Background: an optimization exercise with open tools, aiming at small area. Do not read the settings as production practice.
Only simulation tests tie the RTL to the original design; equivalence was not proved.
Power figures rest on the tool's default switching activity, not on a simulated workload.

==> inputs of job 9730 <==
==> flow/design.v (excerpt) <==
module SisArrayMM #(
    parameter data_size = 16,
    parameter grid_size = 3
    ) (
    input  wire clk,
    input  wire reset,
    input  wire [data_size - 1 : 0] a1,
    input  wire [data_size - 1 : 0] a2,
    input  wire [data_size - 1 : 0] a3,
    input  wire [data_size - 1 : 0] b1,
    input  wire [data_size - 1 : 0] b2,
    input  wire [data_size - 1 : 0] b3,
    output wire [data_size - 1 : 0] c13,
    output wire [data_size - 1 : 0] c23,
    output wire [data_size - 1 : 0] c31,
    output wire [data_size - 1 : 0] c32,
    output wire [data_size - 1 : 0] c33
    );
    reg r1, r2;
    always @(posedge clk) begin
        r1 <= reset;
        r2 <= r1;
    end
    wire rz = reset | r1 | r2;
    reg [15:0] a1_1, a1_2, a2_1, b1_1, b1_2, b2_1;
    always @(posedge clk) begin
        a1_1 <= ~a1;
        a1_2 <= a1_1;
        a2_1 <= ~a2;
        b1_1 <= ~b1;
        b1_2 <= b1_1;
        b2_1 <= ~b2;
    end
    assign c23 = r23;
    assign c32 = r32;
    assign c33 = r33;
    wire [15:0] nb1 = ~b1, nb2 = ~b2, nb3 = ~b3;
    reg [15:0] r13;
    reg [15:0] r31;
    reg [16:0] p23;
    reg [15:0] r23;
    reg [16:0] p32;
    reg [15:0] r32;
    reg [17:0] q1;
    reg [15:0] q2;
    reg [15:0] r33;
    wire bo_1 = ~(a3[0] ^ 1'b0);
    wire bt_2 = ~((a3[1] ^ a3[0]) & (a3[0] ~^ 1'b0));
    wire bo_3 = ~(a3[2] ^ a3[1]);
    wire bt_4 = ~((a3[3] ^ a3[2]) & (a3[2] ~^ a3[1]));
    wire bo_5 = ~(a3[4] ^ a3[3]);
    wire bt_6 = ~((a3[5] ^ a3[4]) & (a3[4] ~^ a3[3]));
    wire bo_7 = ~(a3[6] ^ a3[5]);
    wire bt_8 = ~((a3[7] ^ a3[6]) & (a3[6] ~^ a3[5]));
    wire bo_9 = ~(a3[8] ^ a3[7]);
    wire bt_10 = ~((a3[9] ^ a3[8]) & (a3[8] ~^ a3[7]));
    wire bo_11 = ~(a3[10] ^ a3[9]);
    wire bt_12 = ~((a3[11] ^ a3[10]) & (a3[10] ~^ a3[9]));
    wire bo_13 = ~(a3[12] ^ a3[11]);
    wire bt_14 = ~((a3[13] ^ a3[12]) & (a3[12] ~^ a3[11]));
    wire bo_15 = ~(a3[14] ^ a3[13]);
    wire bt_16 = ~((a3[15] ^ a3[14]) & (a3[14] ~^ a3[13]));
    wire bp_17, bs_18;
    nor2 ubs_18 (.a(bo_1), .b(b1_2[0]), .y(bs_18));
    wire nn_19 = ~a3[1];
    nor2 ubp_17 (.a(nn_19), .b(bs_18), .y(bp_17));
    wire bp_20, bs_21;
    oai22 ubs_21 (.a1(bo_1), .a2(b1_2[1]), .b1(bt_2), .b2(b1_2[0]), .y(bs_21));
  ...
clock: 8.0 ns
lec_check: 0
cap_margin: 20
core_margin: 2
core_utilization: 75
cts_cluster_diameter: 100
cts_cluster_size: 24
slew_margin: 20
synth_hierarchical: 1
synth_minimum_keep_size: 0
standard.sh (not shown) runs the stock make flow with config.mk's settings and CLKGATE_MAP_FILE= SYNTH_SCRIPT=/design/flow/synth_recipe.tcl, a recipe that flattens the netlist after the stock synthesis.
==> flow/flow/run.sh <==
#!/bin/bash
# Layout flow: the standard ORFS flow (standard.sh), unchanged except
# that the port buffers that global placement inserts are sky130 buf_1
# cells instead of the default delay buffer (clkdlybuf4s50_1); the resizer
# still resizes them as timing and slew need.
set -uo pipefail
bash standard.sh synth > synth.log 2>&1 || exit 1
bash standard.sh "BUFFER_PORTS_ARGS=-buffer_cell sky130_fd_sc_hd__buf_1" GPL_KEEP_OVERFLOW=0 finish > layout.log 2>&1
==> inputs of job 6121, as changes to job 9730 <==
--- a/flow/flow/run.sh
+++ b/flow/flow/run.sh
@@ -6,3 +6,3 @@
 set -uo pipefail
 bash standard.sh synth > synth.log 2>&1 || exit 1
-bash standard.sh "BUFFER_PORTS_ARGS=-buffer_cell sky130_fd_sc_hd__buf_1" GPL_KEEP_OVERFLOW=0 finish > layout.log 2>&1
+bash standard.sh "BUFFER_PORTS_ARGS=-buffer_cell sky130_fd_sc_hd__buf_1" finish > layout.log 2>&1
- CORE_UTILIZATION: 75 -> 60
- CTS_CLUSTER_DIAMETER: 100 -> 70
- CTS_CLUSTER_SIZE: 24 -> 30
==> inputs of job 5266, as changes to job 9730 <==
--- a/flow/flow/run.sh
+++ b/flow/flow/run.sh
@@ -6,3 +6,3 @@
 set -uo pipefail
 bash standard.sh synth > synth.log 2>&1 || exit 1
-bash standard.sh "BUFFER_PORTS_ARGS=-buffer_cell sky130_fd_sc_hd__buf_1" GPL_KEEP_OVERFLOW=0 finish > layout.log 2>&1
+bash standard.sh "BUFFER_PORTS_ARGS=-buffer_cell sky130_fd_sc_hd__buf_1" finish > layout.log 2>&1
- CORE_UTILIZATION: 75 -> 70
==> comparison <==
- Job 6121 finished with timing, DRC and antenna clean. Job 9730 stopped in global routing (5_1_grt), error GRT-0232. Job 5266 finished clean.
- Between job 6121 and job 5266, the lower critical path depth is in job 5266 (gap 3).
- Against job 6121, the core utilization of job 5266 is higher by 10 points.
- In job 6121 the clock power is larger than in job 5266, by about 60%.
- Of job 5266 and job 6121, job 6121 has the higher register-to-register slack (gap 190 ps).
- Between job 5266 and job 6121, the lower fmax is in job 5266 (gap about 2.4%, measured against job 6121).
- Against job 6121, the power of job 5266 is lower by 1.5%.
- In synthesized cell count, job 5266 and job 6121 do not differ.
- Against job 5266, the wire length of job 6121 is smaller by 1.4%.
==> figures <==
Run status: job 6121 no timing/DRC/antenna violations; job 9730 aborted with a tool error; job 5266 no timing/DRC/antenna violations
Stage where the flow stopped: job 6121 -; job 9730 global routing (5_1_grt); job 5266 -
Worst VDD drop: job 6121 1.161 mV; job 9730 -; job 5266 0.9536 mV
Most common cell after layout, fill and taps aside: job 6121 sky130_fd_sc_hd__o22ai_1; job 9730 -; job 5266 sky130_fd_sc_hd__o22ai_1
Largest contributor to cell area by class: job 6121 multi-input combinational cells; job 9730 -; job 5266 multi-input combinational cells
Endpoint required time on the critical path: job 6121 8480 ps; job 9730 -; job 5266 8430 ps
Post-CTS setup-driven buffer insertion count: job 6121 0; job 9730 4; job 5266 0
Worst reg2reg endpoint: job 6121 r13[15]$_DFF_P_; job 9730 -; job 5266 r13[15]$_DFF_P_
Num CTS Buffers: job 6121 25; job 9730 15; job 5266 16
Reported clock group power: job 6121 1430 µW; job 9730 -; job 5266 909 µW
Post-cts sizing count: job 6121 0; job 9730 14; job 5266 0
Reg-to-reg slack, setup: job 6121 1750 ps; job 9730 -; job 5266 1560 ps
Total vias in the final route: job 6121 23210; job 9730 -; job 5266 24120
Final setup viols: job 6121 0; job 9730 -; job 5266 0
Normalized max-slew margin: job 6121 0.3696; job 9730 -; job 5266 0.3327
Worst clock skew on the final layout: job 6121 19.22 ps; job 9730 -; job 5266 24.45 ps
Net Sw Power: job 6121 8126 µW; job 9730 -; job 5266 8083 µW
Area delta synth->final: job 6121 13.66%; job 9730 -; job 5266 11.33%
Slowest library cell on the worst path: job 6121 sky130_fd_sc_hd__fa_1; job 9730 -; job 5266 sky130_fd_sc_hd__nor2_1


==> inputs of run a <==
SisArrayMM again, from the RTL that the note above started with.
==> flow/config.mk <==
export PLATFORM = sky130hd
export DESIGN_NAME = SisArrayMM
export DESIGN_NICKNAME = SisArrayMM
export VERILOG_FILES = /design/flow/design.v
export SDC_FILE = /design/flow/constraint.sdc
export NUM_CORES = 4
export LEC_CHECK = 0
export CAP_MARGIN = 20
export CORE_MARGIN = 2
export CORE_UTILIZATION = 75
export CTS_CLUSTER_DIAMETER = 80
export CTS_CLUSTER_SIZE = 28
export SLEW_MARGIN = 20
export SYNTH_HIERARCHICAL = 1
export SYNTH_MINIMUM_KEEP_SIZE = 0
==> flow/constraint.sdc <==
create_clock -name core_clock -period 8.0 [get_ports {clk}]
set_input_delay 1.6000 -clock core_clock [delete_from_list [all_inputs] [get_ports {clk}]]
set_output_delay 1.6000 -clock core_clock [all_outputs]
set_load 0.01 [all_outputs]
==> flow/flow/run.sh <==
#!/bin/bash
# Layout flow: the standard ORFS flow (standard.sh), unchanged except
# that the port buffers that global placement inserts are sky130 buf_1
# cells instead of the default delay buffer (clkdlybuf4s50_1); the resizer
# still resizes them as timing and slew need.
set -uo pipefail
bash standard.sh synth > synth.log 2>&1 || exit 1
bash standard.sh "BUFFER_PORTS_ARGS=-buffer_cell sky130_fd_sc_hd__buf_1" finish > layout.log 2>&1
==> run b: changes against run a <==
--- a/flow/config.mk
+++ b/flow/config.mk
@@ -9,5 +9,5 @@
 export CORE_MARGIN = 2
-export CORE_UTILIZATION = 75
-export CTS_CLUSTER_DIAMETER = 80
-export CTS_CLUSTER_SIZE = 28
+export CORE_UTILIZATION = 60
+export CTS_CLUSTER_DIAMETER = 100
+export CTS_CLUSTER_SIZE = 24
 export SLEW_MARGIN = 20
==> run c: changes against run a <==
--- a/flow/config.mk
+++ b/flow/config.mk
@@ -9,5 +9,5 @@
 export CORE_MARGIN = 2
-export CORE_UTILIZATION = 75
-export CTS_CLUSTER_DIAMETER = 80
-export CTS_CLUSTER_SIZE = 28
+export CORE_UTILIZATION = 78
+export CTS_CLUSTER_DIAMETER = 100
+export CTS_CLUSTER_SIZE = 24
 export SLEW_MARGIN = 20
==> summary of the runs <==
Between run c and run b, the lower worst setup slack is in run c (gap 0.50 ns).
The highest sequential share of layout area belongs to run c, the lowest to run b.
First-iteration DRC count: run b is smaller than run c (about 36%).
Against run b, the global-route usage of run a is higher by 9.4 points.
Worst hold slack, highest first: run a, run c, run b.


==> build 2 <==
SisArrayMM, a different RTL version from the one above (not shown whole).
==> flow/design.v (excerpt) <==
module SisArrayMM #(
    parameter data_size = 16,
    parameter grid_size = 3
    ) (
    input  wire clk,
    input  wire reset,
    input  wire [data_size - 1 : 0] a1,
    input  wire [data_size - 1 : 0] a2,
    input  wire [data_size - 1 : 0] a3,
    input  wire [data_size - 1 : 0] b1,
    input  wire [data_size - 1 : 0] b2,
    input  wire [data_size - 1 : 0] b3,
    output wire [data_size - 1 : 0] c13,
    output wire [data_size - 1 : 0] c23,
    output wire [data_size - 1 : 0] c31,
    output wire [data_size - 1 : 0] c32,
    output wire [data_size - 1 : 0] c33
    );
    reg r1, r2;
    always @(posedge clk) begin
        r1 <= reset;
        r2 <= r1;
    end
    wire rz = reset | r1 | r2;
    reg [15:0] a1_1, a1_2, a2_1, b1_1, b1_2, b2_1;
    always @(posedge clk) begin
        a1_1 <= ~a1;
        a1_2 <= a1_1;
        a2_1 <= ~a2;
        b1_1 <= ~b1;
        b1_2 <= b1_1;
        b2_1 <= ~b2;
    end
    assign c23 = r23;
    assign c32 = r32;
    assign c33 = r33;
    wire [15:0] nb1 = ~b1, nb2 = ~b2, nb3 = ~b3;
    reg [16:0] r13;
    reg [16:0] r31;
    reg [17:0] p23;
    reg [15:0] r23;
    reg [17:0] p32;
    reg [15:0] r32;
    reg [17:0] q1;
    reg [15:0] q2;
    reg [15:0] r33;
    wire bo_1 = ~(a3[0] ^ 1'b0);
    wire bt_2 = ~((a3[1] ^ a3[0]) & (a3[0] ~^ 1'b0));
    wire bo_3 = ~(a3[2] ^ a3[1]);
    wire bt_4 = ~((a3[3] ^ a3[2]) & (a3[2] ~^ a3[1]));
  ...
==> flow/config.mk <==
export PLATFORM = sky130hd
export DESIGN_NAME = SisArrayMM
export DESIGN_NICKNAME = SisArrayMM
export VERILOG_FILES = /design/flow/design.v
export SDC_FILE = /design/flow/constraint.sdc
export NUM_CORES = 4
export LEC_CHECK = 0
export CAP_MARGIN = 20
export CORE_MARGIN = 2
export CORE_UTILIZATION = 60
export GPL_TIMING_DRIVEN = 0
export SLEW_MARGIN = 20
export SYNTH_HIERARCHICAL = 1
export SYNTH_MINIMUM_KEEP_SIZE = 0
==> flow/constraint.sdc <==
create_clock -name core_clock -period 8.0 [get_ports {clk}]
set_input_delay 1.6000 -clock core_clock [delete_from_list [all_inputs] [get_ports {clk}]]
set_output_delay 1.6000 -clock core_clock [all_outputs]
set_load 0.01 [all_outputs]
Scripts as last shown in full above: flow/flow/run.sh
==> inputs of build 43, as changes to build 2 <==
- GPL_TIMING_DRIVEN: 0 -> not set
==> impl_metrics.toml <==
[timing]
slew_headroom_pct = 31.1
rsz0062_at_grt = "yes"
timing.fmax_ghz = 0.127

[pwr]
clk-power_mw = 1.46
peakVddDrop_v = 0.00362

[setup_path]
cp.arrival_ps = 8350
slowest_delay_ps = 540

[outcome]
status = "no timing/DRC/antenna violations"

[detailed_routing]
met3_length_um = 13300

[place]
place_ws_ps = -1230
[end of results for build 2]
==> impl_metrics.toml <==
[setup_path]
critPathLaunchType = "input pin"
cp.arrival_ps = 8030
slowest_delay_ps = 820

[detailed_routing]
viasPerCell = 6.59
met3_length_um = 13400

[timing]
tns_ps = 0
timing.fmax_ghz = 0.132
rsz0062_at_grt = "no"
slew_headroom_pct = 21.3

[outcome]
status = "no timing/DRC/antenna violations"

[clock_network]
cts_sinks = 250
cts_tree = "built"

[pwr]
clk-power_mw = 1.50
peakVddDrop_v = 0.00149
[end of results for build 43]

-- what the ideal ports hide --
No port has a modelled driver above. Below, the same layouts with a new extraction and two added sets of constraints.
Step 1 assumes that a clkbuf_16 drives the clock port and a buf_2 every other input.
Step 2 also shifts input and output timing later by t, the mid clock arrival at the registers, as if the neighbouring blocks saw the same clock.
a / b / c = ideal / step 1 / step 2; a / b = the first two.
| run | t (ns) | setup WS [ns] | hold slack, ns | pins driven straight from the clock port |
|---|---|---|---|---|
| job 6121 | 0.649 | 0.737 / 0.763 / 0.113 | 0.321 / 0.321 / 0.321 | 1 |
| job 5266 | 0.593 | 0.561 / 0.598 / 0.005 | 0.333 / 0.333 / 0.333 | 1 |
| run a | 0.609 | 0.150 / 0.181 / -0.428 | 0.335 / 0.335 / 0.335 | 1 |
| run b | 0.597 | 0.672 / 0.710 / 0.113 | 0.310 / 0.310 / 0.310 | 1 |
| run c | 0.588 | 0.174 / 0.202 / -0.386 | 0.332 / 0.332 / 0.332 | 1 |
| build 2 | 0.657 | 0.130 / 0.159 / -0.498 | 0.326 / 0.326 / 0.326 | 1 |
| build 43 | 0.665 | 0.449 / 0.487 / -0.178 | 0.326 / 0.326 / 0.326 | 1 |
With both steps, setup timing fails in run a, run c, build 2 and build 43, where it was met with ideal ports. For build 2, which loses most, drivers alone change the setup slack by +0.029 ns; drivers and shift together by -0.628 ns.
